Background: an optimization exercise with open tools, aiming at small area and a short achievable clock period. Do not read the settings as production practice. Only simulation tests tie the RTL to the original design; equivalence was not proved. Power is estimated from default activity; no workload was simulated.

### flow/flow/run.sh
#!/bin/bash
# The standard layout (standard.sh), with its timing repair steps aiming for
# a setup slack margin instead of zero slack.
set -uo pipefail
export SETUP_SLACK_MARGIN=36.5
bash standard.sh > standard.log 2>&1
status=$?
cp -r orfs/logs logs_orfs 2>/dev/null
exit $status
### flow/standard.sh
#!/bin/bash
# synth_recipe.tcl (not shown) runs the flow's synth.tcl, then flattens the netlist and writes it again
# the make line also repeats each setting of config.mk as NAME=value (left out here)
make -C /OpenROAD-flow-scripts/flow DESIGN_CONFIG=/design/flow/config.mk WORK_HOME=/design/flow/orfs CLKGATE_MAP_FILE= SYNTH_SCRIPT=/design/flow/synth_recipe.tcl "${@:-finish}"
### flow/config.mk
export PLATFORM = sky130hd
export DESIGN_NAME = MipsMain
export DESIGN_NICKNAME = MipsMain
export VERILOG_FILES = /design/flow/design.v
export SDC_FILE = /design/flow/constraint.sdc
export NUM_CORES = 4
export LEC_CHECK = 0
export ABC_AREA = 1
export CAP_MARGIN = 30
export CORE_MARGIN = 2
export CORE_UTILIZATION = 40
export CTS_BUF_LIST = sky130_fd_sc_hd__clkbuf_16
export CTS_CLUSTER_DIAMETER = 80
export CTS_CLUSTER_SIZE = 24
export SLEW_MARGIN = 30
export TNS_END_PERCENT = 0
### flow/constraint.sdc
create_clock -name core_clock -period 50.0 [get_ports {clk}]
set_input_delay 10.0000 -clock core_clock [delete_from_list [all_inputs] [get_ports {clk}]]
set_output_delay 10.0000 -clock core_clock [all_outputs]
set_load 0.01 [all_outputs]
### flow/design.v
module Mul20(
    input [19:0] a,
    input [19:0] b,
    output [19:0] p
);
  wire [20:0] bx = {b, 1'b0};
  reg [19:0] acc;
  integer i;
  reg one, two, neg;
  reg [20:0] m;
  always @(*) begin
    acc = 20'd0;
    for (i = 0; i < 10; i = i + 1) begin
      one = bx[2*i] ^ bx[2*i+1];
      two = (bx[2*i+2] & ~bx[2*i+1] & ~bx[2*i]) | (~bx[2*i+2] & bx[2*i+1] & bx[2*i]);
      neg = bx[2*i+2];
      m = ({21{one}} & {1'b0, a}) | ({21{two}} & {a, 1'b0});
      m = m ^ {21{neg}};
      acc = acc + ((m[19:0] << (2*i)) + ({19'd0, neg} << (2*i)));
    end
  end
  assign p = acc;
endmodule
module Divider #(parameter P1 = 1) (
    input clk,
    input [19:0] an,
    input [19:0] bn,
    input [19:0] a,
    input [19:0] b,
    output [19:0] quo
);
  wire [19:0] rem [0:10];
  wire [19:0] qb;
  reg  [2*P1-1:0] rem1_r, q1_r;
  assign rem[0] = 20'd0;
  wire [21:0] b3 = {2'b0, b} + {1'b0, b, 1'b0};
  genvar p;
  generate
    for (p = 1; p <= 10; p = p + 1) begin : pr
      localparam W = 2 * p;
      wire [19:0] a_s = (p <= P1) ? an : a;
      wire [21:0] m1 = (p <= P1) ? {2'b0, bn} : {2'b0, b};
      wire [21:0] m3 = (p <= P1) ? 22'd0 : b3;    
      wire [21:0] m2 = {m1[20:0], 1'b0};
      wire [19:0] rprev = (p == P1 + 1) ? {{(20-2*P1){1'b0}}, rem1_r} : rem[p-1];
      wire [W-1:0] r4;
      if (p == 1) begin : ra
        assign r4 = a_s[19:18];
      end else begin : rb
        assign r4 = {rprev[W-3:0], a_s[21-W:20-W]};
      end
      wire [W+1:0] t3 = (p <= P1) ? {2'b0, m1[W-1:0]} + {1'b0, m1[W-1:0], 1'b0} : {(W+2){1'b0}};
      wire c1, c2, c3;
      wire [W-1:0] d1, d2, d3;
      Cmp #(.K(W)) cmp1 (.r(r4), .m(m1[W-1:0]), .ge(c1), .d(d1));
      Cmp #(.K(W)) cmp2 (.r(r4), .m(m2[W-1:0]), .ge(c2), .d(d2));
      Cmp #(.K(W)) cmp3 (.r(r4), .m((p <= P1) ? t3[W-1:0] : m3[W-1:0]), .ge(c3), .d(d3));
      wire g1 = ~|m1[21:W] & c1;
      wire g2 = ~|m2[21:W] & c2;
      wire h3 = (p <= P1) ? (~|m1[21:W] & ~|t3[W+1:W]) : (~|m1[21:W-1] & ~m3[W]);
      wire g3 = h3 & c3;
      assign qb[21-W] = g2;
      assign qb[20-W] = g3 | (g1 & ~g2);
      wire [W-1:0] fl = ({W{g3}} & d3) | ({W{g2 & ~g3}} & d2) | ({W{g1 & ~g2}} & d1);
      assign rem[p] = r4 ^ fl;
    end
  endgenerate
  always @(posedge clk) begin
    rem1_r <= rem[P1][2*P1-1:0];
    q1_r   <= qb[19:20-2*P1];
  end
  assign quo = {q1_r, qb[19-2*P1:0]};
endmodule
module Cmp #(parameter K = 4) (
    input [K-1:0] r,
    input [K-1:0] m,
    output ge,
    output [K-1:0] d
);
  localparam L = (K <= 2) ? 1 : (K <= 4) ? 2 : (K <= 8) ? 3 : (K <= 16) ? 4 : 5;
  wire [K-1:0] G [0:L];
  wire [K-1:0] P [0:L];
  wire [K-1:0] GD [0:L];
  wire [K-1:0] PD [0:L];
  genvar i, l;
  generate
    for (i = 0; i < K; i = i + 1) begin : pg
      if (i == 0) begin : c
        assign G[0][i] = r[i] | ~m[i];    
      end else begin : n
        assign G[0][i] = r[i] & ~m[i];
      end
      assign P[0][i] = r[i] | ~m[i];
    end
    for (l = 0; l < L; l = l + 1) begin : up
      for (i = 0; i < K; i = i + 1) begin : bt
        if (((i + 1) % (2 << l)) == 0) begin : cmb
          assign G[l+1][i] = G[l][i] | (P[l][i] & G[l][i - (1 << l)]);
          assign P[l+1][i] = P[l][i] & P[l][i - (1 << l)];
        end else begin : pass
          assign G[l+1][i] = G[l][i];
          assign P[l+1][i] = P[l][i];
        end
      end
    end
    for (l = L - 1; l >= 0; l = l - 1) begin : dn
      for (i = 0; i < K; i = i + 1) begin : bt
        if ((((i + 1) % (2 << l)) == (1 << l)) && (i >= (2 << l))) begin : cmb
          assign GD[l][i] = GD[l+1][i] | (PD[l+1][i] & GD[l+1][i - (1 << l)]);
          assign PD[l][i] = PD[l+1][i] & PD[l+1][i - (1 << l)];
        end else begin : pass
          assign GD[l][i] = GD[l+1][i];
          assign PD[l][i] = PD[l+1][i];
        end
      end
    end
    assign GD[L] = G[L];
    assign PD[L] = P[L];
    wire [K:0] C = {GD[0], 1'b1};
    assign ge = C[K];
    for (i = 0; i < K; i = i + 1) begin : o
      assign d[i] = ~m[i] ^ C[i];
    end
  endgenerate
endmodule
module MipsMain(
    input clk,
    input reset,
    input [19:0] instruction,
    output [19:0] pc,
    output [19:0] writedata
);
  wire [3:0] op  = instruction[19:16];
  wire [3:0] rs  = instruction[15:12];
  wire [3:0] rt  = instruction[11:8];
  wire [3:0] rd  = instruction[7:4];
  wire [2:0] fn  = instruction[2:0];
  wire [7:0] imm = instruction[7:0];
  wire isR   = (op == 4'd0);
  wire isLW  = (op == 4'd1);
  wire isSW  = (op == 4'd2);
  wire isBEQ = (op == 4'd3);
  wire regwrite = isR | isLW;
  wire [3:0] wa = isR ? rd : rt;
  reg [19:0] pc_r, A, B, D;
  reg [7:0] bofs;       
  wire [19:0] Dv = D;
  reg [19:0] R [0:15];
  reg [19:0] M [0:31];
  assign pc = pc_r;
  assign writedata = Dv;
  genvar gj, gm;
  wire [19:0] simm = {{12{imm[7]}}, imm};
  wire [19:0] asum = A + simm;
  wire [19:0] add  = A + B;
  wire [19:0] sub  = A - B;
  wire [19:0] mul;
  Mul20 mul1 (.a(A), .b(B), .p(mul));
  wire [19:0] quo;
  wire [4:0] maddr = A[4:0] + imm[4:0];
  wire [31:0] msel = 32'd1 << maddr;
  wire [19:0] mrd;
  generate
    for (gj = 0; gj < 20; gj = gj + 1) begin : mcol
      wire [31:0] t;
      for (gm = 0; gm < 32; gm = gm + 1) begin : w
        assign t[gm] = M[gm][gj] & msel[gm];
      end
      assign mrd[gj] = |t;     
    end
  endgenerate
  wire fR = isR & ~reset;
  wire [8:0] dsel = {
    isSW & ~reset,                             
    isLW & ~reset,                             
    fR & (fn == 3'd7),                         
    fR & (fn == 3'd6),                         
    fR & (fn == 3'd5),                         
    fR & (fn == 3'd4),                         
    fR & (fn == 3'd3),                         
    (fR & (fn == 3'd2)) | (isBEQ & ~reset),    
    fR & (fn == 3'd1)                          
  };
  wire [19:0] dnext;
  generate
    for (gj = 0; gj < 20; gj = gj + 1) begin : dcol
      wire [8:0] t = dsel & {asum[gj], mrd[gj], A[gj] ^ B[gj], A[gj] | B[gj],
                             A[gj] & B[gj], quo[gj], mul[gj], sub[gj], add[gj]};
      assign dnext[gj] = |t;
    end
  endgenerate
  wire taken = isBEQ & (A == B);
  wire [19:0] npc = pc_r + 20'd1 + {12'd0, bofs};
  always @(posedge clk) begin
    pc_r <= reset ? 20'd0 : npc;
    bofs <= taken ? imm : 8'd0;
  end
  wire [15:0] sa = 16'd1 << rs;
  wire [15:0] sb = 16'd1 << rt;
  wire [19:0] rA, rB;
  generate
    for (gj = 0; gj < 20; gj = gj + 1) begin : rcol
      wire [15:0] ta, tb;
      for (gm = 0; gm < 16; gm = gm + 1) begin : w
        assign ta[gm] = R[gm][gj] & sa[gm];
        assign tb[gm] = R[gm][gj] & sb[gm];
      end
      assign rA[gj] = |ta;
      assign rB[gj] = |tb;
    end
  endgenerate
  wire fwdA = (isR & (rd == rs)) | (isLW & (rt == rs));
  wire fwdB = isR & (rd == rt) | isLW;
  wire [19:0] An = (fwdA ? Dv : rA) & {20{~reset}};
  wire [19:0] Bn = (fwdB ? Dv : rB) & {20{~reset}};
  always @(posedge clk) begin
    A <= An;
    B <= Bn;
    D <= dnext;
  end
  wire [19:0] rwd = Dv & {20{~reset}};
  wire [15:0] rdh = 16'd1 << rd;
  wire [15:0] rth = sb;
  integer i;
  always @(posedge clk) begin
    for (i = 0; i < 16; i = i + 1)
      if (reset | (isR & rdh[i]) | (isLW & rth[i])) R[i] <= rwd;
  end
  wire [19:0] mw0 = B & {20{~reset}};
  wire [19:0] mw1 = B | {20{reset}};
  integer m;
  always @(posedge clk) begin
    for (m = 0; m < 32; m = m + 1)
      if (reset | (isSW & msel[m]))
        M[m] <= (mw1 & m) | (mw0 & ~m);
  end
  Divider div1 (.clk(clk), .an(An), .bn(Bn), .a(A), .b(B), .quo(quo));
endmodule
==> flow_metrics.env, run 1 <==
export IMPL_cp_arrival_ns=14.27
export IMPL_cpPeakStageDelay_ns=0.50
export IMPL_p_sw_frac=0.4954
export IMPL_first_pass_iters=8
export IMPL_netlist_area_leader_share=0.4555
export IMPL_drv_slew=0
export IMPL_regToRegEndpoint="D[0]$_DFF_P_"
export IMPL_critical_path_class="in -> reg"
export IMPL_multi_input_comb_area_um2=30820
export IMPL_ys_warn_count=15
export IMPL_tightest_slew_ns=0.9853
export IMPL_cts_tree="done"
export IMPL_holdPathEnd="pc_r[19]$_SDFF_PP0_"
export IMPL_mappedNetlistArea_um2=63290
export IMPL_layout_commonest_cell="nand2_1"
export IMPL_min_from="pc_r[19]$_SDFF_PP0_"
export IMPL_grt_overflow_total=0
export IMPL_comb_power_share=0.642
export IMPL_setup_violations=0
export IMPL_routedWlPerCell_um=26.05
export IMPL_via_count=56420
export IMPL_drcViolationCount=0
export IMPL_core_area_um2=156800
export IMPL_avgViaCountPerCell=6.078
export IMPL_hold_depth=1
export IMPL_n_antenna_cell=0
export IMPL_io_pins=62
export IMPL_rsz0062_at_grt="true"
export IMPL_initial_utilization=0.4038
export IMPL_ys_ff_latch=1052
export IMPL_grt_pass1_vias=51790
export IMPL_synthArstFlopShare=0
export IMPL_period_share=0.2749
export IMPL_max_cap_violations=0
export IMPL_path_cells="clkdlybuf4s15_2, ha_1, a21o_1, a21oi_1, xor2_2, clkinv_2, nand2_1, nor2_1, buf_4, a22o_1, a221oi_1, nand4_1, o41ai_4, buf_4, o21ai_0, a2111oi_2, o31ai_1"
export IMPL_postSynthCellCount=7005
export IMPL_detail_route_antenna_nets=0
export IMPL_die_w_um=401.8
export IMPL_area_growth_pct=14.24
export IMPL_synth_ff_type="edfxtp_1"
export IMPL_r2r_start="B[13]$_DFF_P_"
export IMPL_grt_pass1_wl_um=347200
export IMPL_drive_gt1_frac=0.1442
export IMPL_cts_root_buf="clkbuf_16"
export IMPL_cts_clk_slew_worst_paths_ns=0.09
export IMPL_rows=145
export IMPL_cp_end_kind="flip-flop"
export IMPL_clk_latency_ns=0.70
export IMPL_power_density_nw_per_um2=58.96
export IMPL_timing_critical_path_buf_inv=4
export IMPL_r2r_cells=109
export IMPL_ir_worst_vdd_mv=0.05410
export IMPL_fin_tns_setup_ns=0
export IMPL_syn_num_nets=7294
export IMPL_nets=7489
export IMPL_port_buffers=61
export IMPL_fmax_ghz=0.07275
export IMPL_finalClockSkew_ns=0.05204
export IMPL_seq_power_share=0.247
export IMPL_start_kind="input port"
export IMPL_syn_avg_cell_area_um2=9.035
export IMPL_clockPowerShare=0.111
export IMPL_run_status="no timing/DRC/antenna violations"
export IMPL_cp_depth=17
export IMPL_crit_slowest_cell="o41ai_4"
export IMPL_crit_required_ns=50.53
export IMPL_fp_dieH_um=401.8
export IMPL_mostFrequentLayoutCells="nand2_1 (1554), edfxtp_1 (960), inv_1 (646)"
export IMPL_wirelength_um=241900
export IMPL_die_area_um2=161400
export IMPL_clockBufferDepth=3
export IMPL_track_usage=0.2865
export IMPL_internal_power_mw=2.151
export IMPL_yosysSeqAreaShare=0.4846
export IMPL_grt_start_max_net_pins=64
export IMPL_fillers=14840
export IMPL_netlist_top_cell_by_area="edfxtp_1"
export IMPL_cpMostUsedCell="buf_4"
export IMPL_worst_path_dominant_cell_family="compound AO/OA/AOI/OAI gates"
export IMPL_cts_htree_levels=2
export IMPL_dp_cells=9027
export IMPL_clock_sinks=1052
export IMPL_synth_enable_flop_cells=960
export IMPL_ys_types=75
export IMPL_place_gp_congestion=0.9940
export IMPL_numCtsBuffers=51
export IMPL_reg2reg_slack_ns=36.72
export IMPL_seqCellArea_um2=30690
export IMPL_path_max_fanout=20
export IMPL_relSlewSlack=0.3261
export IMPL_place_hpwl_um=164700
export IMPL_power_leakage_nw=29.78
export IMPL_final_cells=9283
export IMPL_hold_violations=0
export IMPL_antenna_found_initial=5
export IMPL_period_needed_ns=13.75
export IMPL_synth_area_leaders="edfxtp_1 (46%), nand2_1 (9.9%), nand3_1 (4.5%), ha_1 (3.9%), inv_1 (3.8%)"
export IMPL_cts_hold_buf=0
export IMPL_drt_iter0_markers=6808
export IMPL_p_sw_mw=2.112
export IMPL_min_path_type="reg -> reg"
## cell families (layout without fill, tap and decap cells)
| kind of cell | count (synthesis) | in the layout | synth area share |
|---|---|---|---|
| fa+ha+maj | 267 | 267 | 0.06132 |
| simple gates | 3250 | 3257 | 0.2291 |
| compound gates | 1169 | 1169 | 0.1259 |
| xor+xnor | 259 | 259 | 0.03608 |
| mux | 10 | 10 | 0.001621 |
| flops | 1052 | 1052 | 0.4846 |
| buf+inv | 998 | 1211 | 0.06146 |
## registers in the layout, summed over array words and instances (netlist names)
name,cells
bofs,8
D,20
div1.q1_r,2
B,20
pc_r,20
A,20
div1.rem1_r,2
R,320
M,640
## what timing repair did
item | 4_1_cts | 5_1_grt
pin swaps | 53 | 134
buffers inserted | 76 | 84
endpoints found under the setup margin | 431 | 17
gates resized for setup | 210 | 300
gates cloned | 8 | 7
## metrics by stage
stage | hold slack [ns] | cell area [um2] | power, mW | worst slack (ns) | util
finish | 0.4840 | 72310 | 4.263 | 36.25 | 0.4613
floorplan | 0.4441 | 63290 | 2.705 | 36.70 | -
global placement | 0.4442 | 66990 | 3.281 | 32.92 | 0.4273
CTS | 0.4903 | 70280 | 3.986 | 36.43 | 0.4483
global route | 0.5214 | 72310 | 4.557 | 35.88 | 0.4613
detailed placement | 0.4677 | 67080 | 3.314 | 32.63 | 0.4279
## routing by layer
metal  track usage  routed length, um  vias up
met5             0                 46        -
met4        0.1289              12900        6
met3       0.04952              26130      652
met2        0.4436             106100     3344
met1        0.3932              96670    27280
li1              -                  -    25140
## layout make-up
| type | count | share of cell area |
|---|---|---|
| repair buffers | 424 | 0.05449 |
| clock inverters | 27 | 0.002976 |
| multi-input cells | 4962 | 0.4262 |
| inverters | 708 | 0.03848 |
| well taps | 2058 | 0.03561 |
| clock buffers | 51 | 0.01765 |
| flip-flops and latches | 1052 | 0.4245 |
| repair inverters | 1 | 0.0001211 |
## Yosys cell counts (98+ instances only)
master and n:
nand4_1 260, inv_1 647, edfxtp_1 960, a21oi_1 197
nand3_1 568, ha_1 195, a221oi_1 160, clkbuf_1 209
nand2_2 98, o22ai_1 226, xor2_1 245, nand2_1 1665
o21ai_0 181, nor2_1 450, a22oi_1 139
## power groups by stage
stage	Clock [mW]	Combinational (mW)	Sequential [mW]
floorplan	0	1.64	1.06
global placement	0	2.21	1.07
detailed placement	0	2.24	1.07
CTS	0.478	2.46	1.05
global route	0.504	2.99	1.06
finish	0.474	2.74	1.05
## worst max path at each step
stage / end / slack (ns) / start
after floorplan: M[23][0]$_DFFE_PP_ / 36.70 / instruction[0]
after global placement: D[0]$_DFF_P_ / 32.92 / B[0]$_DFF_P_
after detailed placement: D[0]$_DFF_P_ / 32.63 / B[0]$_DFF_P_
after CTS: div1.rem1_r[0]$_DFF_P_ / 36.43 / instruction[10]
after global routing: D[0]$_DFF_P_ / 35.88 / B[7]$_DFF_P_
final: D[8]$_DFF_P_ / 36.25 / instruction[1]
==> inputs of run 2 (changes only) <==
==> flow/flow/run.sh (replaced) <==
#!/bin/bash
# The standard layout (standard.sh), with its timing repair steps aiming for
# a setup slack margin instead of zero slack.
set -uo pipefail
export SETUP_SLACK_MARGIN=37.5
bash standard.sh > standard.log 2>&1
status=$?
cp -r orfs/logs logs_orfs 2>/dev/null
exit $status
==> flow_metrics.env, run 2 <==
export IMPL_rows=145
export IMPL_synthArstFlopShare=0
export IMPL_synth_area_leaders="edfxtp_1 (46%), nand2_1 (9.9%), nand3_1 (4.5%), ha_1 (3.9%), inv_1 (3.8%)"
export IMPL_syn_num_nets=7294
export IMPL_via_count=57820
export IMPL_cts_clk_slew_worst_paths_ns=0.10
export IMPL_hold_depth=1
export IMPL_clockBufferDepth=3
export IMPL_crit_required_ns=50.53
export IMPL_mappedNetlistArea_um2=63290
export IMPL_ys_ff_latch=1052
export IMPL_top_register="M"
export IMPL_seq_power_share=0.229
export IMPL_cp_end_kind="flip-flop"
export IMPL_synth_most_common_cell="nand2_1"
export IMPL_critical_path_class="in -> reg"
export IMPL_min_path_type="reg -> reg"
export IMPL_reg2reg_slack_ns=37.09
export IMPL_fmax_ghz=0.07527
export IMPL_ir_worst_vdd_mv=0.06092
export IMPL_place_gp_congestion=0.9787
export IMPL_initial_utilization=0.4038
export IMPL_regToRegEndpoint="D[1]$_DFF_P_"
export IMPL_first_pass_iters=9
export IMPL_antenna_found_initial=4
export IMPL_place_hpwl_um=165300
export IMPL_r2r_cells=102
export IMPL_power_total_mw=4.585
export IMPL_avgViaCountPerCell=6.128
export IMPL_path_max_fanout=21
export IMPL_ys_types=75
export IMPL_drt_iter0_markers=7150
export IMPL_routedWlPerCell_um=26.65
export IMPL_cts_htree_levels=2
export IMPL_drv_slew=0
export IMPL_max_cap_violations=0
export IMPL_track_usage=0.2946
export IMPL_grt_overflow_total=0
export IMPL_hold_violations=0
export IMPL_p_sw_mw=2.267
export IMPL_cp_arrival_ns=13.81
export IMPL_setup_violations=0
export IMPL_io_pins=62
export IMPL_holdPathEnd="pc_r[19]$_SDFF_PP0_"
export IMPL_n_antenna_cell=0
export IMPL_wirelength_um=251500
export IMPL_fin_tns_setup_ns=0
export IMPL_port_buffers=61
export IMPL_synth_commonest_cells="nand2_1 (1665), edfxtp_1 (960), inv_1 (647)"
export IMPL_rsz0062_at_grt="true"
export IMPL_postSynthCellCount=7005
export IMPL_p_sw_frac=0.4944
export IMPL_die_w_um=401.8
export IMPL_grt_start_max_net_pins=55
export IMPL_netlist_area_leader_share=0.4555
export IMPL_layout_commonest_cell="nand2_1"
export IMPL_fp_dieH_um=401.8
export IMPL_drive_gt1_frac=0.2074
export IMPL_finalClockSkew_ns=0.06124
export IMPL_ys_warn_count=15
export IMPL_synth_enable_flop_cells=960
export IMPL_cts_root_buf="clkbuf_16"
export IMPL_synth_ff_type="edfxtp_1"
export IMPL_relSlewSlack=0.2771
export IMPL_detail_route_antenna_nets=0
export IMPL_min_from="pc_r[19]$_SDFF_PP0_"
export IMPL_start_kind="input port"
export IMPL_tightest_slew_ns=1.074
export IMPL_cts_hold_buf=0
export IMPL_largest_register_ffs=640
export IMPL_die_area_um2=161400
export IMPL_grt_pass1_vias=52570
export IMPL_clock_sinks=1052
export IMPL_netlist_top_cell_by_area="edfxtp_1"
export IMPL_period_needed_ns=13.29
export IMPL_period_share=0.2657
export IMPL_area_growth_pct=19.82
export IMPL_clk_latency_ns=0.69
export IMPL_reg_top3="M x640, R x320"
export IMPL_internal_power_mw=2.318
export IMPL_grt_pass1_wl_um=355100
export IMPL_mostFrequentLayoutCells="nand2_1 (1410), edfxtp_1 (960), inv_1 (617)"
export IMPL_core_area_um2=156800
export IMPL_clockPowerShare=0.104
export IMPL_nets=7645
export IMPL_numCtsBuffers=52
export IMPL_syn_avg_cell_area_um2=9.035
export IMPL_comb_power_share=0.667
export IMPL_yosysSeqAreaShare=0.4846
export IMPL_r2r_start="B[11]$_DFF_P_"
export IMPL_drcViolationCount=0
export IMPL_power_leakage_nw=31.11
export IMPL_cts_tree="done"
export IMPL_run_status="no timing/DRC/antenna violations"
export IMPL_power_density_nw_per_um2=60.46
run 2: cell counts after synthesis:
No cell type changed its count.
run 2: power groups by stage:
stage	clock network (mW)	logic [mW]	registers (mW)
after floorplan	0	1.64	1.06
after global placement	0	2.22	1.07
after detailed placement	0	2.25	1.07
after CTS	0.482	2.56	1.05
after global routing	0.509	3.32	1.06
final	0.478	3.06	1.05
run 2: kinds of logic after synthesis:
kind of cell,count (synthesis),share of synthesized area
compound gates,1169,0.1259
flops,1052,0.4846
buf+inv,998,0.06146
xor+xnor,259,0.03608
simple gates,3250,0.2291
mux,10,0.001621
fa+ha+maj,267,0.06132
run 2: final cells by class:
type / count / area (um2)
Fill cell: 14620 / 80910
Multi-Input combinational cell: 4966 / 32670
Sequential cell: 1052 / 30700
Timing Repair Buffer: 574 / 5518
Inverter: 708 / 2851
Tap cell: 2058 / 2575
Clock buffer: 53 / 1326
Clock inverter: 23 / 183.9
Timing Repair inverter: 2 / 17.52
run 2: worst max path at each step:
stage                   start                  to  slack [ns]
6_report       instruction[4]       D[11]$_DFF_P_       36.71
5_1_grt          B[1]$_DFF_P_        D[0]$_DFF_P_       36.41
4_1_cts        instruction[1]       D[16]$_DFF_P_       36.82
3_5_place_dp     B[1]$_DFF_P_        D[1]$_DFF_P_       32.42
3_3_place_gp     B[1]$_DFF_P_        D[1]$_DFF_P_       32.56
2_1_floorplan  instruction[0]  M[25][0]$_DFFE_PP_       36.98
run 2: metal layers:
layer | part of all wire | up-vias | GRT usage
li1 | - | 25490 | -
met1 | 0.40 | 28270 | 0.3973
met2 | 0.45 | 3344 | 0.4655
met3 | 0.10 | 711 | 0.04694
met4 | 0.056 | 2 | 0.1358
met5 | 0.000052 | - | 0
run 2: critical path, stage by stage:
cell and delay, ns:
clkdlybuf4s15_2 0.35, ha_1 0.47, xor2_4 0.22, buf_12 0.16, buf_8 0.14, clkinv_8 0.07
nor2_2 0.04, buf_4 0.23, a22o_1 0.24, a221oi_1 0.60, nand4_1 0.27, o41ai_2 0.49
buf_4 0.21, nand4_1 0.07, a21oi_1 0.12, o21ai_0 0.11
run 2: through the flow:
stage	cells	utilization	hold WS (ns)	setup WS [ns]	instance area (um2)
global placement	9019	0.4278	0.4450	32.56	67060
global route	9436	0.4838	0.5102	36.41	75840
floorplan	7005	-	0.4441	36.98	63350
CTS	9242	0.4578	0.4727	36.82	71760
finish	9436	0.4838	0.4716	36.71	75840
detailed placement	9025	0.4292	0.4515	32.42	67270
run 2: timing repair:
| item | in CTS | in global routing |
|---|---|---|
| pin swaps | 104 | 326 |
| buffers inserted | 126 | 180 |
| hold endpoints to repair | 0 | 0 |
| gates resized for setup | 403 | 641 |
| cloned | 15 | 8 |
| setup endpoints to repair | 819 | 515 |
==> inputs of run 3 (changes only) <==
==> flow/run.sh (new file) <==
#!/bin/bash
# synth_recipe.tcl (not shown) runs the flow's synth.tcl, then flattens the netlist and writes it again
# the make line also repeats each setting of config.mk as NAME=value (left out here)
make -C /OpenROAD-flow-scripts/flow DESIGN_CONFIG=/design/flow/config.mk WORK_HOME=/design/flow/orfs CLKGATE_MAP_FILE= SYNTH_SCRIPT=/design/flow/synth_recipe.tcl finish
--- a/flow/config.mk
+++ b/flow/config.mk
@@ -13,4 +13,3 @@
 export CTS_CLUSTER_DIAMETER = 80
 export CTS_CLUSTER_SIZE = 24
 export SLEW_MARGIN = 30
-export TNS_END_PERCENT = 0
removed: flow/flow/run.sh
removed: flow/standard.sh
==> flow_metrics.env, run 3 <==
export IMPL_run_status="no timing/DRC/antenna violations"
export IMPL_cts_tree="done"
export IMPL_io_pins=62
export IMPL_crit_path_start="B[0]$_DFF_P_"
export IMPL_largest_register_ffs=640
export IMPL_power_density_nw_per_um2=55.85
export IMPL_nets=7314
export IMPL_cp_arrival_ns=18.56
export IMPL_antenna_found_initial=6
export IMPL_routedWlPerCell_um=26.03
export IMPL_cts_htree_levels=2
export IMPL_numCtsBuffers=51
export IMPL_die_w_um=401.8
export IMPL_initial_utilization=0.4038
export IMPL_timing_critical_path_buf_inv=7
export IMPL_power_leakage_nw=28.31
export IMPL_synth_most_common_cell="nand2_1"
export IMPL_ys_ff_latch=1052
export IMPL_synth_area_leaders="edfxtp_1 (46%), nand2_1 (9.9%), nand3_1 (4.5%), ha_1 (3.9%), inv_1 (3.8%)"
export IMPL_cts_hold_buf=0
export IMPL_synthArstFlopShare=0
export IMPL_track_usage=0.2838
export IMPL_period_share=0.3594
export IMPL_relSlewSlack=0.2674
export IMPL_cpPeakStageDelay_ns=1.07
export IMPL_synthSimpleGateAreaFrac=0.2291
export IMPL_die_area_um2=161400
export IMPL_drt_iter0_markers=6744
export IMPL_period_needed_ns=17.97
export IMPL_postSynthCellCount=7005
export IMPL_synth_fa_ha_area_frac=0.06132
export IMPL_via_count=55330
export IMPL_n_antenna_cell=0
export IMPL_clk_latency_ns=0.69
export IMPL_synth_ff_type="edfxtp_1"
export IMPL_r2r_cells=101
export IMPL_crit_slowest_cell="fa_1"
export IMPL_rows=145
export IMPL_grt_pass1_wl_um=343800
export IMPL_finalClockSkew_ns=0.04533
export IMPL_power_total_mw=3.836
export IMPL_ctsResizeCount=0
export IMPL_wirelength_um=237100
export IMPL_core_area_um2=156800
export IMPL_port_buffers=61
export IMPL_hold_violations=0
export IMPL_drv_slew=0
export IMPL_fin_tns_setup_ns=0
export IMPL_netlist_top_cell_by_area="edfxtp_1"
export IMPL_critPathCapture="D[0]$_DFF_P_"
export IMPL_clock_sinks=1052
export IMPL_reg_top3="M x640, R x320"
export IMPL_synth_enable_flop_cells=960
export IMPL_start_kind="flip-flop"
export IMPL_place_gp_congestion=0.9940
export IMPL_synth_top_family_by_area="simple AND/OR/NAND/NOR gates"
export IMPL_grt_start_max_net_pins=64
export IMPL_synth_commonest_cells="nand2_1 (1665), edfxtp_1 (960), inv_1 (647)"
export IMPL_path_max_fanout=47
export IMPL_cp_depth=101
export IMPL_drive_gt1_frac=0.08298
export IMPL_ys_types=75
export IMPL_max_cap_violations=0
export IMPL_stdcell_area_um2=68680
export IMPL_grt_pass1_vias=51150
export IMPL_top_register="M"
export IMPL_cts_clk_slew_worst_paths_ns=0.10
export IMPL_crit_required_ns=50.59
export IMPL_drcViolationCount=0
export IMPL_fp_dieH_um=401.8
export IMPL_syn_avg_cell_area_um2=9.035
export IMPL_yosysSeqAreaShare=0.4846
export IMPL_layout_commonest_cell="nand2_1"
export IMPL_clockBufferDepth=3
export IMPL_tightest_slew_ns=1.089
export IMPL_synth_compound_area_frac=0.1259
export IMPL_cts_root_buf="clkbuf_16"
export IMPL_min_path_type="reg -> reg"
export IMPL_reg2reg_slack_ns=32.03
export IMPL_detail_route_antenna_nets=0
export IMPL_place_hpwl_um=164700
export IMPL_placed_area_um2=67080
export IMPL_worst_path_dominant_cell_family="simple AND/OR/NAND/NOR gates"
export IMPL_ir_worst_vdd_mv=0.04416
export IMPL_post_cts_setup_buffers=0
export IMPL_synth_xor_area_share=0.03608
export IMPL_setup_violations=0
export IMPL_regToRegEndpoint="D[0]$_DFF_P_"
export IMPL_first_pass_iters=9
export IMPL_cpMostUsedCell="nand2_1"
export IMPL_muxShareOfSynthArea=0.001621
export IMPL_rsz0062_at_grt="false"
export IMPL_mappedNetlistArea_um2=63290
export IMPL_fmax_ghz=0.05565
export IMPL_ys_warn_count=15
export IMPL_syn_num_nets=7294
export IMPL_area_growth_pct=8.510
export IMPL_avgViaCountPerCell=6.075
export IMPL_mostFrequentLayoutCells="nand2_1 (1659), edfxtp_1 (960), inv_1 (662)"
export IMPL_cp_end_kind="flip-flop"
export IMPL_critical_path_class="reg -> reg"
export IMPL_grt_overflow_total=0
export IMPL_r2r_start="B[0]$_DFF_P_"
export IMPL_netlist_area_leader_share=0.4555
-- run 3: cell types whose count changed in the layout (fill, tap and decap cells not counted), sizes merged, moves of 6 or more --
| cell | previous run | this run |
|---|---|---|
| clkdlybuf4s50 | 48 | 60 |
| clkinvlp | 15 | 1 |
| buf | 504 | 197 |
| bufbuf | 6 | 0 |
| clkbuf | 61 | 51 |
| nand2 | 1777 | 1768 |
| inv | 689 | 705 |
-- run 3: through the flow --
| stage | hold WS (ns) | std cells | util | setup WS [ns] |
|---|---|---|---|---|
| CTS | 0.4903 | 9105 | 0.4374 | 32.64 |
| floorplan | 0.4441 | 7005 | - | 36.70 |
| global placement | 0.4442 | 9025 | 0.4273 | 32.92 |
| detailed placement | 0.4677 | 9027 | 0.4279 | 32.63 |
| finish | 0.4840 | 9108 | 0.4381 | 32.03 |
| global route | 0.5213 | 9108 | 0.4381 | 30.91 |
-- run 3: final cells by class --
class                   instances  area [um2]
multi-input cells            4955       29130
clock inverters                27       215.2
repair buffers                257        2147
flip-flops and latches       1052       30680
well taps                    2058        2575
clock buffers                  51        1276
inverters                     708        2660
fillers                     15180       88070
-- run 3: worst min path at each step --
stage,from,to,slack [ns],cells past startpoint
4_1_cts,pc_r[19]$_SDFF_PP0_,pc_r[19]$_SDFF_PP0_,0.49,1
3_5_place_dp,pc_r[19]$_SDFF_PP0_,pc_r[19]$_SDFF_PP0_,0.47,1
2_1_floorplan,div1.q1_r[0]$_DFF_P_,D[18]$_DFF_P_,0.44,2
5_1_grt,pc_r[19]$_SDFF_PP0_,pc_r[19]$_SDFF_PP0_,0.52,1
3_3_place_gp,pc_r[19]$_SDFF_PP0_,pc_r[19]$_SDFF_PP0_,0.44,1
6_report,pc_r[19]$_SDFF_PP0_,pc_r[19]$_SDFF_PP0_,0.48,1
-- run 3: cells by family (layout without fill, tap and decap cells) --
group | count (synthesis) | in the layout
multiplexers | 10 | 10
buffers and inverters | 998 | 1043
AO/OA/AOI/OAI | 1169 | 1169
adder cells (fa/ha/maj) | 267 | 267
AND/OR/NAND/NOR | 3250 | 3250
XOR/XNOR | 259 | 259
flip-flops | 1052 | 1052
-- run 3: layer usage --
metal / track usage / routed length, um / share of wire
met4: 0.1269 / 12380 / 0.052
met3: 0.04706 / 24950 / 0.11
met2: 0.4391 / 103500 / 0.44
met1: 0.3911 / 96200 / 0.41
met5: 0 / 32 / 0.00013
-- run 3: where the power goes --
group	internal [mW]	total (mW)	leakage (nW)	switching (mW)
sequential	1.02	1.05	10.6	0.0296
combinational	0.695	2.31	16.9	1.61
clock	0.193	0.473	0.793	0.281
-- run 3: worst reg2reg max path, delay by kind of cell, from the launching register on --
family / cells / cell delay (ns)
compound gates: 5 / 1.43
fa+ha+maj: 2 / 1.40
simple gates: 86 / 12.34
xor+xnor: 1 / 0.64
flops: 1 / 0.32
buf+inv: 7 / 1.76

## what the ideal ports hide
The results above use ideal ports. As a check the final layouts listed here were re-extracted and re-timed, cells and wires unchanged.
Step 1, drivers: a clkbuf_16 drives clk and a buf_2 each remaining input, both assumed.
Step 2 moves the port delays by t, midway between the first and last clock arrival at a register: inputs arrive t later, outputs are due t later. That takes back most of the time a late clock gives input paths.
a / b / c = no drivers / after step 1 / after step 2; a / b = the first two.
run | t (ns) | slack for setup (ns) | worst register clock-pin slew, ns
run 1 | 0.745 | 36.254 / 36.277 / 35.532 | 0.11 / 0.11
run 2 | 0.726 | 36.715 / 36.755 / 36.029 | 0.11 / 0.11
run 3 | 0.734 | 32.032 / 32.032 / 32.032 | 0.11 / 0.11
After both steps setup and hold are still met in every run listed. The setup slack of run 1, which loses most, moves by +0.023 ns with the drivers and by -0.722 ns with both steps.
